Background: an optimization exercise with open tools, aiming at small area and a short achievable clock period. Do not read the settings as production practice.
Function was checked by simulation only, so behaviour that the tests miss may differ from the original.
No activity file was given, so power comes from the tool's default toggle rates.

## design/flow/config.mk

```make
export PLATFORM = sky130hd
export DESIGN_NAME = driver
export DESIGN_NICKNAME = driver
export VERILOG_FILES = /design/flow/design.v
export SDC_FILE = /design/flow/constraint.sdc
export NUM_CORES = 4
export LEC_CHECK = 0
export CAP_MARGIN = 20
export CORE_MARGIN = 2
export CORE_UTILIZATION = 40
export SLEW_MARGIN = 20
```

## design/flow/constraint.sdc

```tcl
create_clock -name core_clock -period 8.0 [get_ports {clk}]
set_input_delay 1.6000 -clock core_clock [delete_from_list [all_inputs] [get_ports {clk}]]
set_output_delay 1.6000 -clock core_clock [all_outputs]
set_load 0.01 [all_outputs]
```

## design/flow/design.v

```verilog
module driver_cntrl #(
  parameter integer ADDR_MON_CNT_RANGE = 8,
  parameter integer ADDR_MON_CNT_SIZE = 16,
  parameter integer MAX_ADDR_MON_CYCLE_CNT = 128,
  parameter integer ADDR_FIFO_MON_CNT_RANGE = 8,
  parameter integer ADDR_FIFO_MON_CNT_SIZE = 16,
  parameter integer MAX_ADDR_FIFO_MON_CYCLE_CNT = 128,
  parameter integer VCTR_MON_CNT_RANGE = 8,
  parameter integer VCTR_MON_CNT_SIZE = 16,
  parameter integer MAX_VCTR_MON_CYCLE_CNT = 128,
  parameter integer VCTR_FIFO_MON_CNT_RANGE = 8,
  parameter integer VCTR_FIFO_MON_CNT_SIZE = 16,
  parameter integer MAX_VCTR_FIFO_MON_CYCLE_CNT = 128
)(
  input               clk,
  input               reset,
  input        [31:0] slave_awaddr,
  input        [31:0] slave_araddr,
  input               slave_rd,
  input               slave_wr,
  input        [31:0] slave_data_in,
  input        [15:0] addr_cycle_cnt,
  input        [0:(MAX_ADDR_MON_CYCLE_CNT/ADDR_MON_CNT_RANGE)-1][ADDR_MON_CNT_SIZE-1:0] addr_mon_cnts,
  input        [0:(MAX_ADDR_FIFO_MON_CYCLE_CNT/ADDR_FIFO_MON_CNT_RANGE)-1][ADDR_FIFO_MON_CNT_SIZE-1:0] addr_fifo_mon_cnts,
  input        [15:0] vctr_cycle_cnt,
  input        [0:(MAX_VCTR_MON_CYCLE_CNT/VCTR_MON_CNT_RANGE)-1][VCTR_MON_CNT_SIZE-1:0] vctr_mon_cnts,
  input        [0:(MAX_VCTR_FIFO_MON_CYCLE_CNT/VCTR_FIFO_MON_CNT_RANGE)-1][VCTR_FIFO_MON_CNT_SIZE-1:0] vctr_fifo_mon_cnts,
  input        [15:0] words_in_addr_fifo,
  input        [15:0] words_in_vctr_fifo,
  output reg   [31:0] slave_data_out,
  output reg   [31:0] addr_fifo_din,
  output reg          addr_fifo_wr,
  input               vector_fifo_full,
  input               vector_fifo_empty,
  input               addr_fifo_full,
  input               addr_fifo_empty,
  input               vector_fifo_underrun,
  input               vector_fifo_overrun,
  output reg   [15:0] vector_fifo_threshold,
  input               addr_fifo_underrun,
  input               addr_fifo_overrun,
  input               addr_fifo_almost_full,
  output reg   [15:0] addr_fifo_threshold,
  output reg          end_program,
  output reg          run_program,
  output reg          active_program,
  output reg          program_start,
  output reg          program_error,
  output reg          vector_byte_swap,
  input        [31:0] total_vctr_fifo_words_written
);
localparam addr_mon_cnt_iterations = (MAX_ADDR_MON_CYCLE_CNT/ADDR_MON_CNT_RANGE);
localparam addr_fifo_mon_cnt_iterations = (MAX_ADDR_FIFO_MON_CYCLE_CNT/ADDR_FIFO_MON_CNT_RANGE);
localparam vctr_mon_cnt_iterations = (MAX_VCTR_MON_CYCLE_CNT/VCTR_MON_CNT_RANGE);
localparam vctr_fifo_mon_cnt_iterations = (MAX_VCTR_FIFO_MON_CYCLE_CNT/VCTR_FIFO_MON_CNT_RANGE);
reg [31:0] vctor_addr;
reg [15:0] driver_cntrl_rsvd;
reg [7:0] consec_count;
reg driver_cntrl_rsvd7;
reg driver_cntrl_rsvd6;
reg driver_cntrl_rsvd4;
reg driver_cntrl_rsvd3;
reg send_consec_addr;
reg abort_program;
reg freeze_program;
reg freeze_addr_fifo;
reg freeze_vector_fifo;
always @(posedge clk ) begin
  if(reset == 1'b0) 
    active_program <= 1'b0;
  else if(program_error || abort_program || end_program)
    active_program <= 1'b0;
  else if(run_program && (words_in_addr_fifo >= addr_fifo_threshold)) 
    active_program <= 1'b1;
  else 
    active_program <= active_program;
end
always @(posedge clk ) begin
  if(reset == 1'b0) begin
    addr_fifo_wr <= 1'b0;
    addr_fifo_din <= 32'h0000_0000;
  end
  else if ((slave_awaddr == 32'h0000_0000) && slave_wr) begin
    addr_fifo_wr <= 1'b1;
    addr_fifo_din <= slave_data_in;
  end 
  else begin
    addr_fifo_wr <= 1'b0;
    addr_fifo_din <= addr_fifo_din;
  end
end
always @(posedge clk ) begin
  if(reset == 1'b0) begin
    driver_cntrl_rsvd <= 16'h0000;
    consec_count <= 8'h00;
    send_consec_addr <= 1'b0;
    driver_cntrl_rsvd6 <= 1'b0;
    vector_byte_swap <= 1'b0;
    freeze_vector_fifo <= 1'b0;
    freeze_addr_fifo <= 1'b0;
    abort_program  <= 1'b0;
    freeze_program <= 1'b0;
    end_program <= 1'b0;
    run_program <= 1'b0;
    addr_fifo_threshold <= 16'd10;
    vector_fifo_threshold <= 16'd7500;
  end
  else if ((slave_awaddr == 32'h0000_0004) && slave_wr) begin
    driver_cntrl_rsvd   <= slave_data_in[31:16];
    consec_count        <= slave_data_in[15:8];
    send_consec_addr    <= slave_data_in[7];
    driver_cntrl_rsvd6  <= slave_data_in[6];
    vector_byte_swap    <= slave_data_in[5];
    freeze_vector_fifo  <= slave_data_in[4];
    freeze_addr_fifo    <= slave_data_in[3];
    abort_program       <= slave_data_in[2];
    end_program         <= slave_data_in[1];
    run_program         <= slave_data_in[0];
  end
  else if ((slave_awaddr == 32'h0000_0008) && slave_wr) begin
    addr_fifo_threshold <= slave_data_in[15:0];
  end
  else if ((slave_awaddr == 32'h0000_000C) && slave_wr) begin
    vector_fifo_threshold <= slave_data_in[15:0];
  end
end
always @(posedge clk ) begin
  if(reset == 1'b0) begin
    program_start <= 1'b0;
    program_error  <= 1'b0;
  end
  else begin
    if(program_start == 1'b0)
      program_start <= run_program && !active_program && (words_in_addr_fifo >= addr_fifo_threshold);
    else
      program_start <= program_start;
    if(program_start)
      program_error <= 1'b0;
    else if(active_program && (vector_fifo_overrun || vector_fifo_underrun || addr_fifo_overrun || addr_fifo_underrun))
      program_error <= 1'b1;
    else
      program_error <= program_error;
  end
end
wire [31:0] driver_cntrl_word = 
 {driver_cntrl_rsvd,  consec_count,       send_consec_addr, driver_cntrl_rsvd6, 
  vector_byte_swap, freeze_vector_fifo, freeze_addr_fifo, abort_program,      
  end_program,        run_program};
wire interupt = 1'b0;    
wire [31:0] driver_status = 
 {interupt,              program_error,      addr_fifo_full,  addr_fifo_empty, 
  vector_fifo_full,      vector_fifo_empty,  2'b00,
  8'h00,
  addr_fifo_almost_full, 3'b000,
  8'h00,
  3'b000,                active_program};
wire [31:0] data_out_addr_mon_cnt;
wire [31:0] data_out_addr_fifo_mon_cnt;
wire [31:0] data_out_vctr_mon_cnt;
wire [31:0] data_out_vctr_fifo_mon_cnt;
reg [31:0] slave_data_out_next;
always @(posedge clk ) begin
  if(reset == 1'b0) begin
    slave_data_out <= 32'h0000_0000;
  end
  else begin
    slave_data_out <= slave_data_out_next;
  end
end 
always @(*) begin
  slave_data_out_next = 32'h0000_0000;
    case(slave_araddr[31:12])
    'h0000_0: begin
      case (slave_araddr[11:0])
      'h000: slave_data_out_next = addr_fifo_din;
      'h004: slave_data_out_next = driver_cntrl_word;
      'h008: slave_data_out_next = {addr_fifo_threshold};
      'h00C: slave_data_out_next = {vector_fifo_threshold};
      'h100: slave_data_out_next = driver_status;
      'h104: slave_data_out_next = {16'h0000,addr_cycle_cnt};
      'h108: slave_data_out_next = {16'h0000,words_in_addr_fifo};
      'h10C: slave_data_out_next = {16'h0000,vctr_cycle_cnt};
      'h110: slave_data_out_next = {16'h0000,words_in_vctr_fifo};
      'h114: slave_data_out_next = total_vctr_fifo_words_written;
      default: slave_data_out_next = 32'h0000_0000;
      endcase
    end
    'h0000_1: begin
      slave_data_out_next = data_out_addr_mon_cnt;
    end
    'h0000_2: begin
      slave_data_out_next = data_out_addr_fifo_mon_cnt;
    end
    'h0000_3: begin
      slave_data_out_next = data_out_vctr_mon_cnt;
    end
    'h0000_4: begin
      slave_data_out_next = data_out_vctr_fifo_mon_cnt;
    end
    default: begin
      slave_data_out_next = 32'h0000_0000;
    end
    endcase
end
mon_cnts_handler #(addr_mon_cnt_iterations) u1 (.addr(slave_araddr[11:0]), .mon_cnts(addr_mon_cnts), .data_out(data_out_addr_mon_cnt));
mon_cnts_handler #(addr_fifo_mon_cnt_iterations) u2 (.addr(slave_araddr[11:0]), .mon_cnts(addr_fifo_mon_cnts), .data_out(data_out_addr_fifo_mon_cnt));
mon_cnts_handler #(vctr_mon_cnt_iterations) u3 (.addr(slave_araddr[11:0]), .mon_cnts(vctr_mon_cnts), .data_out(data_out_vctr_mon_cnt));
mon_cnts_handler #(vctr_fifo_mon_cnt_iterations) u4 (.addr(slave_araddr[11:0]), .mon_cnts(vctr_fifo_mon_cnts), .data_out(data_out_vctr_fifo_mon_cnt));
endmodule  
module mon_cnts_handler # (
  parameter integer iterations = 16
)(
  input [11:0] addr,
  input [0:iterations-1][15:0] mon_cnts,
  output reg [31:0] data_out
);
  localparam iteration_bits = $clog2(iterations);
  always @(*) begin
      data_out = {16'h0000, mon_cnts[addr[2 +: iteration_bits]]};
  end
endmodule
module driver_monitor#(
  parameter integer ADDR_MON_CNT_RANGE = 8,
  parameter integer ADDR_MON_CNT_SIZE = 16,
  parameter integer MAX_ADDR_MON_CYCLE_CNT = 128,
  parameter integer ADDR_FIFO_MON_CNT_RANGE = 8,
  parameter integer ADDR_FIFO_MON_CNT_SIZE = 16,
  parameter integer MAX_ADDR_FIFO_MON_CYCLE_CNT = 128,
  parameter integer VCTR_MON_CNT_RANGE = 8,
  parameter integer VCTR_MON_CNT_SIZE = 16,
  parameter integer MAX_VCTR_MON_CYCLE_CNT = 128,
  parameter integer VCTR_FIFO_MON_CNT_RANGE = 8,
  parameter integer VCTR_FIFO_MON_CNT_SIZE = 16,
  parameter integer MAX_VCTR_FIFO_MON_CYCLE_CNT = 128
)
(
  input             clk,
  input             reset,
  input             end_program,
  input             active_program,
  input             run_program,
  input             addr_fifo_wr,
  input             addr_fifo_rd,
  output reg [15:0] addr_cycle_cnt,
  output reg [0:(MAX_ADDR_MON_CYCLE_CNT/ADDR_MON_CNT_RANGE)-1][ADDR_MON_CNT_SIZE-1 : 0] addr_mon_cnts,
  output reg [0:(MAX_ADDR_FIFO_MON_CYCLE_CNT/ADDR_FIFO_MON_CNT_RANGE)-1][ADDR_FIFO_MON_CNT_SIZE-1 : 0] addr_fifo_mon_cnts,
  input             vctr_fifo_wr,
  input             vctr_fifo_rd,
  output reg [15:0] vctr_cycle_cnt,
  output reg [0:(MAX_VCTR_MON_CYCLE_CNT/VCTR_MON_CNT_RANGE)-1][VCTR_MON_CNT_SIZE-1 : 0] vctr_mon_cnts,
  output reg [0:(MAX_VCTR_FIFO_MON_CYCLE_CNT/VCTR_FIFO_MON_CNT_RANGE)-1][VCTR_FIFO_MON_CNT_SIZE-1 : 0] vctr_fifo_mon_cnts,
  input      [15:0] words_in_addr_fifo,
  input      [15:0] words_in_vctr_fifo,
  output reg [31:0] total_vctr_fifo_words_written
);
localparam max_addr_mon_count = {ADDR_MON_CNT_SIZE{1'b1}};
localparam max_addr_fifo_mon_count = {ADDR_FIFO_MON_CNT_SIZE{1'b1}};
localparam max_vctr_mon_count = {VCTR_MON_CNT_SIZE{1'b1}};
localparam max_vctr_fifo_mon_count = {VCTR_FIFO_MON_CNT_SIZE{1'b1}};
localparam addr_mon_cnt_iterations = (MAX_ADDR_MON_CYCLE_CNT/ADDR_MON_CNT_RANGE);
localparam addr_fifo_mon_cnt_iterations = (MAX_ADDR_FIFO_MON_CYCLE_CNT/ADDR_FIFO_MON_CNT_RANGE);
localparam vctr_mon_cnt_iterations = (MAX_VCTR_MON_CYCLE_CNT/VCTR_MON_CNT_RANGE);
localparam vctr_fifo_mon_cnt_iterations = (MAX_VCTR_FIFO_MON_CYCLE_CNT/VCTR_FIFO_MON_CNT_RANGE);
reg addr_first_write;
reg vctr_first_write;
reg cnt;
wire vctr_fifo_word_wr;
always @(posedge clk ) 
  if(reset == 1'b0) 
    addr_first_write <= 1'b0;
  else if (addr_fifo_wr && active_program)
    addr_first_write <= 1'b1;
always @(posedge clk ) begin
  if(reset == 1'b0) 
    addr_cycle_cnt <= 16'h0000;
  else if(end_program == 1'b1) 
    addr_cycle_cnt <= 16'h0000;
  else if (addr_fifo_wr)
    addr_cycle_cnt <= 16'h0000;
  else if(addr_cycle_cnt == 16'hFFFF)
    addr_cycle_cnt <= addr_cycle_cnt;
  else if(active_program && addr_first_write && addr_cycle_cnt != 16'hFFFF)
    addr_cycle_cnt <= addr_cycle_cnt + 16'd1;
  else
    addr_cycle_cnt <= addr_cycle_cnt;
end
always @(posedge clk ) begin
  if(reset == 1'b0 ) begin
    for (int i = 0; i < addr_mon_cnt_iterations; i += 1) begin
      addr_mon_cnts[i] <= 16'd0;
    end
  end 
  else if(run_program && !active_program) begin
    for (int i = 0; i < addr_mon_cnt_iterations; i += 1) begin
      addr_mon_cnts[i] <= 16'd0;
    end
  end 
  else if(addr_fifo_wr && active_program && addr_first_write) begin
    for (int i = 0; i < addr_mon_cnt_iterations; i += 1) begin
      if((i == 0) && addr_cycle_cnt <= ADDR_MON_CNT_RANGE && addr_mon_cnts[0] < max_addr_mon_count) begin
        addr_mon_cnts[0] <= addr_mon_cnts[0] + 16'd1; 
      end
      else if((i == addr_mon_cnt_iterations-1) && addr_cycle_cnt > (i*ADDR_MON_CNT_RANGE) && addr_mon_cnts[addr_mon_cnt_iterations-1] < max_addr_mon_count) begin
        addr_mon_cnts[addr_mon_cnt_iterations-1] <= addr_mon_cnts[addr_mon_cnt_iterations-1] + 16'd1; 
      end
      else if (addr_cycle_cnt > i * ADDR_MON_CNT_RANGE && addr_cycle_cnt <= (i + 1) * ADDR_MON_CNT_RANGE && addr_mon_cnts[i] < max_addr_mon_count)  begin
        addr_mon_cnts[i] <= addr_mon_cnts[i] + 16'd1;
      end
    end     
  end      
end
always @(posedge clk ) begin
  if(reset == 1'b0 ) begin
    for (int i = 0; i < addr_fifo_mon_cnt_iterations; i += 1) begin
      addr_fifo_mon_cnts[i] <= 16'd0;
    end
  end 
  else if(run_program && !active_program) begin
    for (int i = 0; i < addr_fifo_mon_cnt_iterations; i += 1) begin
      addr_fifo_mon_cnts[i] <= 16'd0;
    end
  end 
  else if(addr_fifo_wr && active_program && addr_first_write) begin
    for (int i = 0; i < addr_fifo_mon_cnt_iterations; i += 1) begin
      if((i == 0) && words_in_addr_fifo <= ADDR_FIFO_MON_CNT_RANGE && addr_fifo_mon_cnts[0] < max_addr_fifo_mon_count) begin
        addr_fifo_mon_cnts[0] <= addr_fifo_mon_cnts[0] + 16'd1; 
      end
      else if((i == addr_fifo_mon_cnt_iterations-1) && words_in_addr_fifo > (i*ADDR_FIFO_MON_CNT_RANGE) && addr_fifo_mon_cnts[addr_fifo_mon_cnt_iterations-1] < max_addr_fifo_mon_count) begin
        addr_fifo_mon_cnts[addr_fifo_mon_cnt_iterations-1] <= addr_fifo_mon_cnts[addr_fifo_mon_cnt_iterations-1] + 16'd1; 
      end
      else if (words_in_addr_fifo > i * ADDR_FIFO_MON_CNT_RANGE && words_in_addr_fifo <= (i + 1) * ADDR_FIFO_MON_CNT_RANGE && addr_fifo_mon_cnts[i] < max_addr_fifo_mon_count)  begin
        addr_fifo_mon_cnts[i] <= addr_fifo_mon_cnts[i] + 16'd1;
      end
    end     
  end      
end
always @(posedge clk )
    if(reset == 1'b0)
        cnt <= 1'b0;
    else if (vctr_fifo_wr)
        cnt <= ~cnt;
assign vctr_fifo_word_wr = vctr_fifo_wr && cnt;
always @(posedge clk ) 
  if(reset == 1'b0) 
    vctr_first_write <= 1'b0;
  else if (vctr_fifo_word_wr && active_program)
    vctr_first_write <= 1'b1;
always @(posedge clk)
  if(reset == 1'b0)
    total_vctr_fifo_words_written <= 32'h0;
  else if(vctr_fifo_word_wr && active_program && total_vctr_fifo_words_written != 32'hFFFF_FFFF)
    total_vctr_fifo_words_written <= total_vctr_fifo_words_written + 1;
  else
    total_vctr_fifo_words_written <= total_vctr_fifo_words_written;
always @(posedge clk ) 
  if(reset == 1'b0) 
    vctr_cycle_cnt <= 16'h0000;
  else if(end_program == 1'b1) 
    vctr_cycle_cnt <= 16'h0000;
  else if (vctr_fifo_word_wr)
    vctr_cycle_cnt <= 16'h0000;
  else if(vctr_cycle_cnt == 16'hFFFF)
    vctr_cycle_cnt <= vctr_cycle_cnt;
  else if(active_program && vctr_first_write && vctr_cycle_cnt != 16'hFFFF)
    vctr_cycle_cnt <= vctr_cycle_cnt + 16'd1;
  else
    vctr_cycle_cnt <= vctr_cycle_cnt;
always @(posedge clk ) begin
  if(reset == 1'b0 ) begin
    for (int i = 0; i < vctr_mon_cnt_iterations; i += 1) begin
      vctr_mon_cnts[i] <= 16'd0;
    end
  end 
  else if(run_program && !active_program) begin
    for (int i = 0; i < vctr_mon_cnt_iterations; i += 1) begin
      vctr_mon_cnts[i] <= 16'd0;
    end
  end 
  else if(vctr_fifo_word_wr && active_program && vctr_first_write) begin
    for (int i = 0; i < vctr_mon_cnt_iterations; i += 1) begin 
      if((i == 0) && vctr_cycle_cnt <= VCTR_MON_CNT_RANGE && vctr_mon_cnts[0] < max_vctr_mon_count) begin
        vctr_mon_cnts[0] <= vctr_mon_cnts[0] + 16'd1; 
      end
      else if((i == vctr_mon_cnt_iterations-1) && vctr_cycle_cnt > (i*VCTR_MON_CNT_RANGE) && vctr_mon_cnts[vctr_mon_cnt_iterations-1] < max_vctr_mon_count) begin 
        vctr_mon_cnts[vctr_mon_cnt_iterations-1] <= vctr_mon_cnts[vctr_mon_cnt_iterations-1] + 16'd1;
      end
      else if ((vctr_cycle_cnt > i*VCTR_MON_CNT_RANGE) && (vctr_cycle_cnt <= (i+1)*VCTR_MON_CNT_RANGE) && vctr_mon_cnts[i] < max_vctr_mon_count) begin
        vctr_mon_cnts[i] <= vctr_mon_cnts[i] + 16'd1;
      end
    end     
  end      
end
always @(posedge clk ) begin
  if(reset == 1'b0 ) begin
    for (int i = 0; i < vctr_fifo_mon_cnt_iterations; i += 1) begin
      vctr_fifo_mon_cnts[i] <= 16'd0;
    end
  end 
  else if(run_program && !active_program) begin
    for (int i = 0; i < vctr_fifo_mon_cnt_iterations; i += 1) begin
      vctr_fifo_mon_cnts[i] <= 16'd0;
    end
  end 
  else if(vctr_fifo_word_wr && active_program && vctr_first_write) begin
    for (int i = 0; i < vctr_fifo_mon_cnt_iterations; i += 1) begin 
      if((i == 0) && words_in_vctr_fifo <= VCTR_FIFO_MON_CNT_RANGE  && vctr_fifo_mon_cnts[0] < max_vctr_fifo_mon_count) begin
        vctr_fifo_mon_cnts[0] <= vctr_fifo_mon_cnts[0] + 16'd1; 
      end
      else if((i == vctr_fifo_mon_cnt_iterations-1) && words_in_vctr_fifo > (i*VCTR_FIFO_MON_CNT_RANGE) && vctr_fifo_mon_cnts[vctr_fifo_mon_cnt_iterations-1] < max_vctr_fifo_mon_count) begin  
        vctr_fifo_mon_cnts[vctr_fifo_mon_cnt_iterations-1] <= vctr_fifo_mon_cnts[vctr_fifo_mon_cnt_iterations-1] + 16'd1; 
      end
      else if ((words_in_vctr_fifo > i*VCTR_FIFO_MON_CNT_RANGE) && (words_in_vctr_fifo <= (i+1)*VCTR_FIFO_MON_CNT_RANGE) && vctr_fifo_mon_cnts[i] < max_vctr_fifo_mon_count) begin
        vctr_fifo_mon_cnts[i] <= vctr_fifo_mon_cnts[i] + 16'd1;
      end
    end     
  end      
end
endmodule  
module driver #(
  parameter integer ADDR_MON_CNT_RANGE = 8,
  parameter integer ADDR_MON_CNT_SIZE = 16,
  parameter integer MAX_ADDR_MON_CYCLE_CNT = 128,
  parameter integer ADDR_FIFO_MON_CNT_RANGE = 8,
  parameter integer ADDR_FIFO_MON_CNT_SIZE = 16,
  parameter integer MAX_ADDR_FIFO_MON_CYCLE_CNT = 128,
  parameter integer VCTR_MON_CNT_RANGE = 8,
  parameter integer VCTR_MON_CNT_SIZE = 16,
  parameter integer MAX_VCTR_MON_CYCLE_CNT = 128,
  parameter integer VCTR_FIFO_MON_CNT_RANGE = 8,
  parameter integer VCTR_FIFO_MON_CNT_SIZE = 16,
  parameter integer MAX_VCTR_FIFO_MON_CYCLE_CNT = 128
)
(
  input                 clk,
  input                 reset,
  input        [31:0]   slave_awaddr,
  input        [31:0]   slave_araddr,
  input                 slave_rd,
  input                 slave_wr,
  input        [31:0]   slave_data_in,
  output       [31:0]   slave_data_out,
  input                 vctr_fifo_wr,
  input                 vctr_fifo_rd,
  output       [31:0]   addr_fifo_din,
  output                addr_fifo_wr,
  input                 addr_fifo_rd,
  input                 vector_fifo_full,
  input                 vector_fifo_empty,
  input                 addr_fifo_full,
  input                 addr_fifo_empty,
  input                 vector_fifo_underrun,
  input                 vector_fifo_overrun,
  output wire   [15:0]  vector_fifo_threshold,
  input                 addr_fifo_underrun,
  input                 addr_fifo_overrun,
  input                 addr_fifo_almost_full,
  output wire   [15:0]  addr_fifo_threshold,
  output                active_program,
  output                end_program,
  output                run_program,
  output                program_start,
  output                program_error,
  output                vector_byte_swap,
  output wire [15:0]    addr_cycle_cnt,
  output wire [15:0]    vctr_cycle_cnt,
  input       [15:0]    words_in_addr_fifo,
  input       [15:0]    words_in_vctr_fifo,
  output wire [31:0]    total_vctr_fifo_words_written
);
wire [0:(MAX_ADDR_MON_CYCLE_CNT/ADDR_MON_CNT_RANGE)-1][ADDR_MON_CNT_SIZE-1:0] addr_mon_cnts;
wire [0:(MAX_ADDR_FIFO_MON_CYCLE_CNT/ADDR_FIFO_MON_CNT_RANGE)-1][ADDR_FIFO_MON_CNT_SIZE-1:0] addr_fifo_mon_cnts;
wire [0:(MAX_VCTR_MON_CYCLE_CNT/VCTR_MON_CNT_RANGE)-1][VCTR_MON_CNT_SIZE-1:0] vctr_mon_cnts;
wire [0:(MAX_VCTR_FIFO_MON_CYCLE_CNT/VCTR_FIFO_MON_CNT_RANGE)-1][VCTR_FIFO_MON_CNT_SIZE-1:0] vctr_fifo_mon_cnts;
driver_cntrl #(
  .ADDR_MON_CNT_RANGE                  (ADDR_MON_CNT_RANGE),
  .ADDR_MON_CNT_SIZE                   (ADDR_MON_CNT_SIZE),
  .MAX_ADDR_MON_CYCLE_CNT              (MAX_ADDR_MON_CYCLE_CNT),
  .ADDR_FIFO_MON_CNT_RANGE             (ADDR_FIFO_MON_CNT_RANGE),
  .ADDR_FIFO_MON_CNT_SIZE              (ADDR_FIFO_MON_CNT_SIZE),
  .MAX_ADDR_FIFO_MON_CYCLE_CNT         (MAX_ADDR_FIFO_MON_CYCLE_CNT),
  .VCTR_MON_CNT_RANGE                  (VCTR_MON_CNT_RANGE),
  .VCTR_MON_CNT_SIZE                   (VCTR_MON_CNT_SIZE),
  .MAX_VCTR_MON_CYCLE_CNT              (MAX_VCTR_MON_CYCLE_CNT),
  .VCTR_FIFO_MON_CNT_RANGE             (VCTR_FIFO_MON_CNT_RANGE),
  .VCTR_FIFO_MON_CNT_SIZE              (VCTR_FIFO_MON_CNT_SIZE),
  .MAX_VCTR_FIFO_MON_CYCLE_CNT         (MAX_VCTR_FIFO_MON_CYCLE_CNT)
) driver_cntrl_0(
  .clk(clk),
  .reset(reset),
  .slave_awaddr(slave_awaddr),
  .slave_araddr(slave_araddr),
  .slave_rd(slave_rd),
  .slave_wr(slave_wr),
  .slave_data_in(slave_data_in),
  .slave_data_out(slave_data_out),
  .addr_fifo_din(addr_fifo_din),
  .addr_fifo_wr(addr_fifo_wr),
  .addr_mon_cnts(addr_mon_cnts),
  .addr_fifo_mon_cnts(addr_fifo_mon_cnts),
  .vctr_mon_cnts(vctr_mon_cnts),
  .vctr_fifo_mon_cnts(vctr_fifo_mon_cnts),
  .end_program(end_program),
  .addr_cycle_cnt(addr_cycle_cnt),
  .vctr_cycle_cnt(vctr_cycle_cnt),
  .words_in_addr_fifo(words_in_addr_fifo),
  .words_in_vctr_fifo(words_in_vctr_fifo),
  .vector_fifo_full(vector_fifo_full),
  .vector_fifo_empty(vector_fifo_empty),
  .addr_fifo_full(addr_fifo_full),
  .addr_fifo_empty(addr_fifo_empty),
  .vector_fifo_underrun(vector_fifo_underrun),
  .vector_fifo_overrun(vector_fifo_overrun),
  .vector_fifo_threshold(vector_fifo_threshold),
  .addr_fifo_overrun(addr_fifo_overrun),
  .addr_fifo_underrun(addr_fifo_underrun),
  .addr_fifo_threshold(addr_fifo_threshold),
  .addr_fifo_almost_full(addr_fifo_almost_full),
  .run_program(run_program),
  .active_program(active_program),
  .program_start(program_start),
  .program_error(program_error),
  .vector_byte_swap(vector_byte_swap),
  .total_vctr_fifo_words_written(total_vctr_fifo_words_written)
);
driver_monitor #(
  .ADDR_MON_CNT_RANGE                  (ADDR_MON_CNT_RANGE),
  .ADDR_MON_CNT_SIZE                   (ADDR_MON_CNT_SIZE),
  .MAX_ADDR_MON_CYCLE_CNT              (MAX_ADDR_MON_CYCLE_CNT),
  .ADDR_FIFO_MON_CNT_RANGE             (ADDR_FIFO_MON_CNT_RANGE),
  .ADDR_FIFO_MON_CNT_SIZE              (ADDR_FIFO_MON_CNT_SIZE),
  .MAX_ADDR_FIFO_MON_CYCLE_CNT         (MAX_ADDR_FIFO_MON_CYCLE_CNT),
  .VCTR_MON_CNT_RANGE                  (VCTR_MON_CNT_RANGE),
  .VCTR_MON_CNT_SIZE                   (VCTR_MON_CNT_SIZE),
  .MAX_VCTR_MON_CYCLE_CNT              (MAX_VCTR_MON_CYCLE_CNT),
  .VCTR_FIFO_MON_CNT_RANGE             (VCTR_FIFO_MON_CNT_RANGE),
  .VCTR_FIFO_MON_CNT_SIZE              (VCTR_FIFO_MON_CNT_SIZE),
  .MAX_VCTR_FIFO_MON_CYCLE_CNT         (MAX_VCTR_FIFO_MON_CYCLE_CNT)
) driver_monitor_0(
  .clk(clk),
  .reset(reset),
  .end_program(end_program),
  .run_program(run_program),
  .active_program(active_program),
  .addr_fifo_wr(addr_fifo_wr),
  .addr_fifo_rd(addr_fifo_rd),
  .addr_cycle_cnt(addr_cycle_cnt),
  .addr_mon_cnts(addr_mon_cnts),
  .addr_fifo_mon_cnts(addr_fifo_mon_cnts),
  .vctr_fifo_wr(vctr_fifo_wr),
  .vctr_fifo_rd(vctr_fifo_rd),
  .vctr_cycle_cnt(vctr_cycle_cnt),
  .vctr_mon_cnts(vctr_mon_cnts),
  .vctr_fifo_mon_cnts(vctr_fifo_mon_cnts),
  .words_in_addr_fifo(words_in_addr_fifo),
  .words_in_vctr_fifo(words_in_vctr_fifo),
  .total_vctr_fifo_words_written(total_vctr_fifo_words_written)
);
endmodule  
```

## design/flow/run.sh

```bash
#!/bin/bash
# synth_recipe.tcl (not shown) runs the flow's synth.tcl, then flattens the netlist and writes it again
# the make line also repeats each setting of config.mk as NAME=value (left out here)
make -C /OpenROAD-flow-scripts/flow DESIGN_CONFIG=/design/flow/config.mk WORK_HOME=/design/flow/orfs CLKGATE_MAP_FILE= SYNTH_SCRIPT=/design/flow/synth_recipe.tcl finish
```

==> impl_metrics.yaml <==
run_status:
  outcome: "timing/DRC/antenna clean"
layout:
  nets: 8033
  layout_cell_share_with_drive_strength_beyond_1: 0.06214
  final_cell_mix: "1223 x dfxtp_1, 1133 x nor2_1, 637 x nand2_1"
  flow.area_growth_from_synthesis_pct: 15.35
  final-instance-count-excl-fill: 9983
  leading_cell_type_in_the_layout_fill_and_taps_excluded: "dfxtp_1"
setup_path:
  worst_path_required_time_ns: 8.69
  cp_data_arrival_time_ns: 6.65
  path_buf_inv: 2
  cp-start-kind: "primary input"
  critical_path.max_stage_delay_ns: 0.84
  cp_cell_sequence: "clkdlybuf4s50_1, nor3b_2, nand3_1, nor2_4, buf_4, o2bb2ai_1, o21ai_0, o41ai_1, a31oi_1, o32ai_1"
  critical_path.slowest_cell: "nor3b_2"
  path_class: "in2reg"
  worst_setup_path_end_kind: "flip-flop"
  timing.critical_path.fanout_max: 27
  largest_delay_share_family_worst_path: "simple AND/OR/NAND/NOR gates"
sta:
  finalCritPeriodShare: 0.7450
  setup-tns-final_ns: 0
  hold_viol: 0
  layout_setup_ws_ns: 2.040
  grt_setup_unrepaired: "false"
  max_slew.worst_pin.slew_ns: 1.206
  finalWorstPathRequiredPeriod_ns: 5.960
  timing.final.max_slew_violations: 0
  setup_violating_endpoint_count_in_the_final_report: 0
  clock.fmax_mhz: 167.8
  clock-skew-final_ns: 0.03534
  slew_headroom: 0.1959
  hold-worst-slack_ns: 0.4566
cts:
  cts_sinks: 1223
  postCtsHoldBufs: 0
  tritoncts: "done"
  clock_path_buffers: 3
  postCtsSetupRepairBufs: 0
  clk_latency_ns: 0.79
  worst_setup_hold_path_clk_slew_ns: 0.06
  cts-resized-gates: 0
  cts_root_buf: "clkbuf_16"
  htree_levels: 4
  cts_inserted_buffers: 141
detailed_routing:
  drt_wl_total_mm: 240.3
  drt_drc_violations_left: 0
  route.detailed.wl_per_inst_um: 24.07
  detailedRoute.firstIterationViolations: 6935
  antenna_violating_nets_post_route: 0
  vias: 59300
  via_per_inst: 5.940
  drt_first_pass_iters: 6
grt:
  grt_pass1_wl_mm: 353.4
  grtUsageTotal: 0.2862
  grt_start_max_net_pins: 193
  first_global_vias: 53980
  grt.overflow.total: 0
  gr-max-usage-layer: "met2"
  use_met2: 0.4195
  antenna_found_initial: 25
  groute.layer.met3.usage: 0.06099
  global_route.usage.met1: 0.3948
synth:
  synth_top_cell_by_area: "dfxtp_1"
  total_standard_cell_area_after_synthesis_mm2: 0.06362
  ys_seq_area_frac: 0.3848
  synth_edf_count: 0
  ys_types: 92
  post_synth_inst_count: 7643
  synth.ff_latch_count: 1223
  synthesis.nets: 7872
  synthDominantCellAreaShare: 0.3848
  syn_avg_cell_area_um2: 8.324
  async_flop_share: 0
  synth-main-ff-cell: "dfxtp_1"
  yosys_warnings: 3
  synth.area.top_cells: "dfxtp_1 38%, nor2_1 6.7%, xor2_1 6.2%"
place:
  placed_cells: 9733
  place_worst_setup_slack_ns: 1.552
  hpwl_mm: 176.8
  port_buffers: 307
  routabilityCongestion: 1.006
power_and_ir_drop:
  largest_vdd_supply_drop_v: 0.0002395
  power_density_mw_per_mm2: 179.9
  p_total_mw: 13.20
  static-leakage-power_nw: 24.21
hold_path:
  hp-class: "reg2reg"
floorplan:
  dieArea_mm2: 0.1623
  io_pins: 311
  core_footprint_mm2: 0.1582
  initial_utilization: 0.4022
  die_w_um: 402.8
  std_cell_rows: 146
  dieHeight_um: 402.8
run:
  max_cap_violations: 0
## power breakdown
part / total (mW) / leakage (nW) / switching [mW] / internal (mW)
Combinational: 0.599 / 12.1 / 0.415 / 0.183
Sequential: 6.09 / 9.84 / 0.000596 / 6.09
Clock: 6.51 / 2.23 / 2.75 / 3.76
Total: 13.2 / 24.2 / 3.16 / 10.0
## per-stage QoR
| step | cell area [µm²] | utilization |
|---|---|---|
| 2_1_floorplan | 63620 | - |
| 3_3_place_gp | 68790 | 0.4348 |
| 3_5_place_dp | 68790 | 0.4349 |
| 4_1_cts | 73360 | 0.4637 |
| 5_1_grt | 73380 | 0.4639 |
| 6_report | 73390 | 0.4639 |
## cell usage after synthesis, types with 71 or more instances
| library cell | instances |
|---|---|
| and2_1 | 71 |
| a221oi_1 | 148 |
| nand2_1 | 640 |
| o21ai_0 | 325 |
| mux2i_1 | 289 |
| or3_1 | 238 |
| and4_1 | 110 |
| xor2_1 | 448 |
| and3_1 | 115 |
| inv_1 | 181 |
| nand4_1 | 220 |
| ha_1 | 85 |
| nand3_1 | 358 |
| clkbuf_1 | 294 |
| nor2b_1 | 107 |
| nor2_1 | 1139 |
| a21oi_1 | 353 |
| xnor2_1 | 362 |
| mux2_2 | 75 |
| dfxtp_1 | 1223 |
| nor3_1 | 140 |
## final timing paths
check / cells after the start / endpoint / start / slack (ns)
hold / removal: 2 / driver_cntrl_0.slave_data_out[17] / driver_cntrl_0.driver_cntrl_rsvd[1] / 0.46
setup / recovery: 10 / driver_cntrl_0.slave_data_out[8] / slave_araddr[14] / 2.04
setup reg to reg: 8 / driver_monitor_0.addr_mon_cnts[110] / driver_cntrl_0.active_program / 3.50
hold reg to reg: 2 / driver_cntrl_0.slave_data_out[17] / driver_cntrl_0.driver_cntrl_rsvd[1] / 0.46
## sequential cells by signal, indices dropped and copies added (netlist names), 8 cells and up
name	cells
driver_monitor_0.total_vctr_fifo_words_written	32
driver_cntrl_0.driver_cntrl_rsvd	16
driver_monitor_0.vctr_mon_cnts	256
driver_monitor_0.vctr_cycle_cnt	16
driver_cntrl_0.vector_fifo_threshold	16
driver_cntrl_0.addr_fifo_din	32
driver_monitor_0.addr_cycle_cnt	16
driver_monitor_0.addr_mon_cnts	256
driver_cntrl_0.addr_fifo_threshold	16
driver_cntrl_0.consec_count	8
driver_monitor_0.vctr_fifo_mon_cnts	256
driver_cntrl_0.slave_data_out	32
driver_monitor_0.addr_fifo_mon_cnts	256
## kinds of logic (layout without fill, tap and decap cells)
logic type / Yosys count / count (layout) / share of synthesized area
XOR/XNOR: 810 / 810 / 0.1115
other: 0 / 10 / 0
AO/OA/AOI/OAI: 1270 / 1270 / 0.1329
adder cells (fa/ha/maj): 85 / 85 / 0.01672
buffers and inverters: 566 / 824 / 0.03469
multiplexers: 385 / 385 / 0.06618
AND/OR/NAND/NOR: 3304 / 3304 / 0.2532
flip-flops: 1223 / 1223 / 0.3848
## routing by layer
metal	part of all wire	vias to the layer above	routed length, µm
met3	0.10	590	24330
met1	0.42	28600	101400
met4	0.057	14	13590
met2	0.42	2619	100700
li1	-	27480	-
met5	0.0014	-	331
## cell type report
cell class | count | area [µm²]
sequential | 1223 | 24480
multi-input combinational | 5854 | 37150
timing repair buffer | 401 | 3884
inverter | 183 | 686.9
antenna | 10 | 25.02
clock inverter | 31 | 406.6
fill | 15460 | 84810
tap | 2072 | 2592
clock buffer | 209 | 4159
## tightest hold or removal path, stage by stage (launching register included)
cell     delay (ns)
dfxtp_1        0.31
nand2_1        0.05
a21oi_1        0.05

[re-timing with driven ports]
How much do the figures lean on ideal ports? The routed layout below was timed once more, with nothing changed but the port constraints. Step 1 (the two cells are an assumption about what drives the block):
set clk [get_ports {clk}]
set_driving_cell -lib_cell sky130_fd_sc_hd__clkbuf_16 $clk
set_driving_cell -lib_cell sky130_fd_sc_hd__buf_2 [delete_from_list [all_inputs] $clk]
Step 2 moves the port delays by t, midway between the first and last clock arrival at a register: inputs arrive t later, outputs are due t later. That takes back most of the time a late clock gives input paths. Slacks: no drivers / after step 1 / after step 2; pairs: no drivers / after step 1.
t, ns: 0.861
setup slack, ns: 2.040 / 2.098 / 1.237
clock arrival spread, ns: 0.036 / 0.036
worst data-port slew with drivers (ns): 0.19
cell pins on the clock port's net: 1
After both steps setup and hold are still met in this run. For this run, drivers alone change the setup slack by +0.058 ns; drivers and shift together by -0.803 ns.
